Background: an optimization exercise with open tools, aiming at small area, a short achievable clock period and few clock cycles. Do not read the settings as production practice.

==> flow/design.v <==
`timescale          1ns/1ps
`default_nettype    none
module NfiVe_MDU (
	input clk,
	input rst_n,
	input start,
	output done,
	input [2:0] op,
	input mul_div,
	input [31:0] op1, op2,
	output [31:0] result
);
	reg st_mul, st_pre, st_div, st_corr, st_fin;
	wire st_idle = ~(st_mul | st_pre | st_div | st_corr | st_fin);
	reg        done_r;
	reg        rem;     
	reg        mulhi;   
	reg        dv;      
	reg [4:0]  cnt;
	reg [32:0] M;       
	reg [31:0] B;       
	reg [33:0] acc;     
	reg        corr;    
	reg        inv;     
	reg        sa;      
	reg        finw;    
	reg        one0, two0, neg0, one1, two1, neg1;   
	reg        r0z, r0i;                             
	assign done = done_r;
	assign result = B;
	wire        sgn_div = ~op[0];
	wire        a_neg = sgn_div & op1[31];
	wire        b_neg = sgn_div & op2[31];
	wire [31:0] a_abs = a_neg ? (~op1 + 32'd1) : op1;
	wire [31:0] b_abs = b_neg ? (~op2 + 32'd1) : op2;
	wire [5:0]  za_in, zb_in;
	lzc32 u_lza (.x(a_abs), .z(za_in));
	lzc32 u_lzb (.x(b_abs), .z(zb_in));
	wire        msx = M[32] & ~dv;
	wire [34:0] m35 = {msx, msx, M};
	wire [34:0] m2  = {msx, M, 1'b0};
	wire [34:0] pp0 = ({35{one0}} & m35 | {35{two0}} & m2) ^ {35{neg0}};
	wire [34:0] pp1 = ({35{one1}} & m35 | {35{two1}} & m2) ^ {35{neg1}};
	wire [36:0] r0 = ({{3{acc[33]}}, acc} & {37{~r0z}}) ^ {37{r0i}};
	wire [36:0] r1 = {{2{pp0[34]}}, pp0};
	wire [36:0] r2 = {pp1, neg1, neg1 | r0i};
	wire [36:0] cs_s = r0 ^ r1 ^ r2;
	wire [36:0] cs_c = (r0 & r1) | (r0 & r2) | (r1 & r2);
	wire [37:0] sum_x = {cs_s, 1'b1} + {cs_c[35:0], neg1, neg0};
	wire [36:0] sum = sum_x[37:1];
	wire        sneg = sum[36];
	wire [2:0] nb0 = st_idle ? {op2[1:0], 1'b0} : B[5:3];
	wire [2:0] nb1 = st_idle ? op2[3:1] : B[7:5];
	reg  [5:0] za, zb;
	wire [6:0] sdiff = {1'b0, zb} - {1'b0, za};
	wire       b_zero = zb[5];
	wire       s_neg = sdiff[6];
	wire       quick = b_zero | s_neg;
	wire [31:0] m_al = M[31:0] << sdiff[4:0];
	wire       inv_n = rem ? sa : (sa ^ inv);
	wire mul_last = st_mul & (cnt == 5'd0);
	wire div_last = st_div & (cnt == 5'd0);
	wire [31:0] q_new = {B[30:0], ~sneg};
	always @(posedge clk or negedge rst_n) begin
		if (~rst_n) begin
			st_mul <= 1'b0; st_pre <= 1'b0; st_div <= 1'b0; st_corr <= 1'b0; st_fin <= 1'b0;
			done_r <= 1'b0;
		end else begin
			st_mul <= st_idle & start & mul_div | st_mul & (cnt != 5'd0);
			st_corr <= mul_last & corr;
			st_pre <= st_idle & start & ~mul_div;
			st_div <= st_pre & ~quick | st_div & (cnt != 5'd0);
			st_fin <= st_pre & quick | div_last & (rem | inv);
			done_r <= st_mul & (cnt == 5'd1) & ~corr
			        | mul_last & corr
			        | st_pre & quick
			        | st_pre & ~quick & (sdiff[4:0] == 5'd0) & ~rem & ~inv_n
			        | st_div & (cnt == 5'd1) & ~rem & ~inv
			        | div_last & (rem | inv);
		end
	end
	always @(posedge clk) begin
		if (st_idle | st_mul) begin
			one0 <= nb0[1] ^ nb0[0];
			two0 <= (nb0[2] & ~nb0[1] & ~nb0[0]) | (~nb0[2] & nb0[1] & nb0[0]);
			neg0 <= nb0[2];
			one1 <= nb1[1] ^ nb1[0];
			two1 <= (nb1[2] & ~nb1[1] & ~nb1[0]) | (~nb1[2] & nb1[1] & nb1[0]);
			neg1 <= nb1[2];
			r0z <= 1'b0;
			r0i <= 1'b0;
		end
		if (st_idle & start & ~mul_div) begin
			one0 <= 1'b1; two0 <= 1'b0; neg0 <= 1'b1;
			one1 <= 1'b0; two1 <= 1'b0; neg1 <= 1'b0;
		end
		if (mul_last) begin
			one0 <= 1'b1; two0 <= 1'b0; neg0 <= 1'b0;
			one1 <= 1'b0; two1 <= 1'b0; neg1 <= 1'b0;
		end
		if (st_pre & quick) begin
			one0 <= 1'b0; neg0 <= 1'b0;
			r0i <= rem & sa;
		end
		if (st_div) begin
			if (cnt != 5'd0)
				neg0 <= ~sneg;
			else if (rem) begin
				one0 <= sneg;
				neg0 <= sneg & inv;
				r0i <= inv;
			end else begin
				neg0 <= 1'b1;
				r0z <= 1'b1;
			end
		end
		if (st_idle & start) begin
			rem <= op[1];
			mulhi <= op[1:0] != 2'b00;
			dv <= ~mul_div;
			za <= za_in;
			zb <= zb_in;
			if (mul_div) begin
				M <= {op[1:0] != 2'b11 & op1[31], op1};
				B <= op2;
				acc <= 34'd0;
				cnt <= 5'd7;
				corr <= op[1] & op2[31];
			end else begin
				M <= {1'b0, b_abs};
				acc <= {2'b00, a_abs};
				sa <= a_neg;
				inv <= b_neg;    
			end
		end
		if (st_mul) begin
			acc <= {sum[36], sum[36:4]};
			if (cnt == 5'd0 && mulhi && !corr)
				B <= sum[35:4];
			else
				B <= {sum[3:0], B[31:4]};
			cnt <= cnt - 5'd1;
		end
		if (st_corr) B <= sum[31:0];
		if (st_pre) begin
			finw <= rem;
			if (quick) begin
				B <= b_zero ? 32'hffffffff : 32'd0;
			end else begin
				B <= 32'd0;
				M <= {1'b0, m_al};
				cnt <= sdiff[4:0];
				inv <= inv_n;
			end
		end
		if (st_div) begin
			acc <= sum[33:0];
			cnt <= cnt - 5'd1;
			if (cnt != 5'd0) begin
				M <= {1'b0, M[32:1]};
				B <= q_new;
			end else if (!rem) begin
				if (inv) begin
					M <= {1'b0, q_new};
					finw <= 1'b1;
				end else
					B <= q_new;
			end
		end
		if (st_fin & finw) B <= sum[31:0];
	end
endmodule
module lzc32 (
	input  [31:0] x,
	output [5:0]  z
);
	wire [7:0] v;
	wire [15:0] g;   
	genvar i;
	generate
		for (i = 0; i < 8; i = i + 1) begin : grp
			wire [3:0] n = x[4*i+3:4*i];
			assign v[i] = |n;
			assign g[2*i+1:2*i] = n[3] ? 2'd0 : n[2] ? 2'd1 : n[1] ? 2'd2 : 2'd3;
		end
	endgenerate
	wire [3:0] v8;
	wire [11:0] g8;
	generate
		for (i = 0; i < 4; i = i + 1) begin : p8
			assign v8[i] = v[2*i+1] | v[2*i];
			assign g8[3*i+2:3*i] = v[2*i+1] ? {1'b0, g[4*i+3:4*i+2]} : {1'b1, g[4*i+1:4*i]};
		end
	endgenerate
	wire [1:0] v16;
	wire [7:0] g16;
	generate
		for (i = 0; i < 2; i = i + 1) begin : p16
			assign v16[i] = v8[2*i+1] | v8[2*i];
			assign g16[4*i+3:4*i] = v8[2*i+1] ? {1'b0, g8[6*i+5:6*i+3]} : {1'b1, g8[6*i+2:6*i]};
		end
	endgenerate
	assign z = v16[1] ? {2'b00, g16[7:4]} :
	           v16[0] ? {2'b01, g16[3:0]} : 6'd32;
endmodule
Settings: LEC_CHECK=0, ABC_AREA=1, CAP_MARGIN=20, CORE_MARGIN=2, CORE_UTILIZATION=45, SLEW_MARGIN=20; clock period 10.0 ns.
standard.sh (not shown) runs the stock make flow with config.mk's settings and CLKGATE_MAP_FILE= SYNTH_SCRIPT=/design/flow/synth_recipe.tcl, a recipe that flattens the netlist after the stock synthesis.
==> flow/flow/run.sh <==
#!/bin/bash
set -euo pipefail
cd "$(dirname "$0")/.."
knobs=()
while IFS= read -r line; do
  [[ -n "$line" ]] && knobs+=("$line")
done < flow/knobs.txt
bash standard.sh "${knobs[@]}" finish > flow_standard.log 2>&1
==> flow/flow/knobs.txt <==
SETUP_SLACK_MARGIN=6.5
TNS_END_PERCENT=0
==> next run, changes <==
--- a/flow/design.v
+++ b/flow/design.v
@@ -20,6 +20,7 @@
 	reg [32:0] M;       
 	reg [31:0] B;       
 	reg [33:0] acc;     
+	reg        short;   
 	reg        corr;    
 	reg        inv;     
 	reg        sa;      
@@ -33,9 +34,15 @@
 	wire        b_neg = sgn_div & op2[31];
 	wire [31:0] a_abs = a_neg ? (~op1 + 32'd1) : op1;
 	wire [31:0] b_abs = b_neg ? (~op2 + 32'd1) : op2;
-	wire [5:0]  za_in, zb_in;
-	lzc32 u_lza (.x(a_abs), .z(za_in));
-	lzc32 u_lzb (.x(b_abs), .z(zb_in));
+	wire        sh1 = &op1[31:7] | ~|op1[31:7];
+	wire        sh2 = &op2[31:7] | ~|op2[31:7];
+	wire        swap = sh1 & ~sh2;
+	wire [31:0] mc = swap ? op2 : op1;
+	wire [31:0] mp = swap ? op1 : op2;
+	wire        s1 = op[1:0] != 2'b11;    
+	wire        s2 = ~op[1];              
+	wire        mc_s = swap ? s2 : s1;
+	wire        mp_u = swap ? ~s1 : ~s2;
 	wire        msx = M[32] & ~dv;
 	wire [34:0] m35 = {msx, msx, M};
 	wire [34:0] m2  = {msx, M, 1'b0};
@@ -49,16 +56,20 @@
 	wire [37:0] sum_x = {cs_s, 1'b1} + {cs_c[35:0], neg1, neg0};
 	wire [36:0] sum = sum_x[37:1];
 	wire        sneg = sum[36];
-	wire [2:0] nb0 = st_idle ? {op2[1:0], 1'b0} : B[5:3];
-	wire [2:0] nb1 = st_idle ? op2[3:1] : B[7:5];
-	reg  [5:0] za, zb;
+	wire [2:0] nb0 = st_idle ? {mp[1:0], 1'b0} : B[5:3];
+	wire [2:0] nb1 = st_idle ? mp[3:1] : B[7:5];
+	wire [5:0] za, zb;
+	lzc32 u_lza (.x(acc[31:0]), .z(za));
+	lzc32 u_lzb (.x(M[31:0]), .z(zb));
 	wire [6:0] sdiff = {1'b0, zb} - {1'b0, za};
 	wire       b_zero = zb[5];
 	wire       s_neg = sdiff[6];
 	wire       quick = b_zero | s_neg;
 	wire [31:0] m_al = M[31:0] << sdiff[4:0];
 	wire       inv_n = rem ? sa : (sa ^ inv);
-	wire mul_last = st_mul & (cnt == 5'd0);
+	wire early = st_mul & short & (cnt == 5'd6);
+	wire mul_last = st_mul & (cnt == 5'd0) | early;
+	wire [33:0] hi8 = {{25{sum[36]}}, sum[36:28]};
 	wire div_last = st_div & (cnt == 5'd0);
 	wire [31:0] q_new = {B[30:0], ~sneg};
 	always @(posedge clk or negedge rst_n) begin
@@ -66,12 +77,12 @@
 			st_mul <= 1'b0; st_pre <= 1'b0; st_div <= 1'b0; st_corr <= 1'b0; st_fin <= 1'b0;
 			done_r <= 1'b0;
 		end else begin
-			st_mul <= st_idle & start & mul_div | st_mul & (cnt != 5'd0);
+			st_mul <= st_idle & start & mul_div | st_mul & ~mul_last;
 			st_corr <= mul_last & corr;
 			st_pre <= st_idle & start & ~mul_div;
 			st_div <= st_pre & ~quick | st_div & (cnt != 5'd0);
 			st_fin <= st_pre & quick | div_last & (rem | inv);
-			done_r <= st_mul & (cnt == 5'd1) & ~corr
+			done_r <= st_mul & ((cnt == 5'd1) | short & (cnt == 5'd7)) & ~corr
 			        | mul_last & corr
 			        | st_pre & quick
 			        | st_pre & ~quick & (sdiff[4:0] == 5'd0) & ~rem & ~inv_n
@@ -118,14 +129,13 @@
 			rem <= op[1];
 			mulhi <= op[1:0] != 2'b00;
 			dv <= ~mul_div;
-			za <= za_in;
-			zb <= zb_in;
 			if (mul_div) begin
-				M <= {op[1:0] != 2'b11 & op1[31], op1};
-				B <= op2;
+				M <= {mc_s & mc[31], mc};
+				B <= mp;
 				acc <= 34'd0;
 				cnt <= 5'd7;
-				corr <= op[1] & op2[31];
+				corr <= mp_u & mp[31];
+				short <= sh1 | sh2;
 			end else begin
 				M <= {1'b0, b_abs};
 				acc <= {2'b00, a_abs};
@@ -134,11 +144,19 @@
 			end
 		end
 		if (st_mul) begin
-			acc <= {sum[36], sum[36:4]};
-			if (cnt == 5'd0 && mulhi && !corr)
-				B <= sum[35:4];
-			else
-				B <= {sum[3:0], B[31:4]};
+			if (early) begin
+				acc <= hi8;
+				if (mulhi && !corr)
+					B <= hi8[31:0];
+				else
+					B <= {sum[27:0], B[31:28]};
+			end else begin
+				acc <= {sum[36], sum[36:4]};
+				if (cnt == 5'd0 && mulhi && !corr)
+					B <= sum[35:4];
+				else
+					B <= {sum[3:0], B[31:4]};
+			end
 			cnt <= cnt - 5'd1;
 		end
 		if (st_corr) B <= sum[31:0];
Global-route usage rose by 0.53 points.
Critical path depth rose by 1.
First-iteration DRC count rose by 24%.
Wire length rose by 7.2%.
Cell area rose by 9.7%.
Utilization rose by 5.4 points.
Setup slack is worse by 0.28 ns.
Non-clock buffer count rose by 108.
Register-to-register slack is worse by 0.28 ns.
Synthesized area rose by 0.67%.
Sequential share of layout area fell by 2.3 points.
Cell count rose by 3.2%.
Function was not checked in any run of this note: the RTL went through the layout flow alone.

port drivers added, routing unchanged:
The results above use ideal ports. As a check the final layouts listed here were re-extracted and re-timed, cells and wires unchanged.
Step 1 (the two cells are an assumption about what drives the block):
set clk [get_ports {clk}]
set_driving_cell -lib_cell sky130_fd_sc_hd__clkbuf_16 $clk
set_driving_cell -lib_cell sky130_fd_sc_hd__buf_2 [delete_from_list [all_inputs] $clk]
Step 2 also shifts input and output timing later by t, the mid clock arrival at the registers, as if the neighbouring blocks saw the same clock.
Three values: ideal ports, drivers, drivers and shift; two values: the first two.
run	shift t [ns]	slack for setup (ns)	clock arrival spread, ns	cell pins on the clock port's net
the first run	0.502	6.237 / 6.237 / 5.799	0.011 / 0.012	1
the second run	0.493	5.957 / 5.957 / 5.515	0.014 / 0.013	1
After both steps setup and hold are still met in every run listed. For the second run, which loses most, drivers alone change the setup slack by 0.000 ns; drivers and shift together by -0.442 ns.
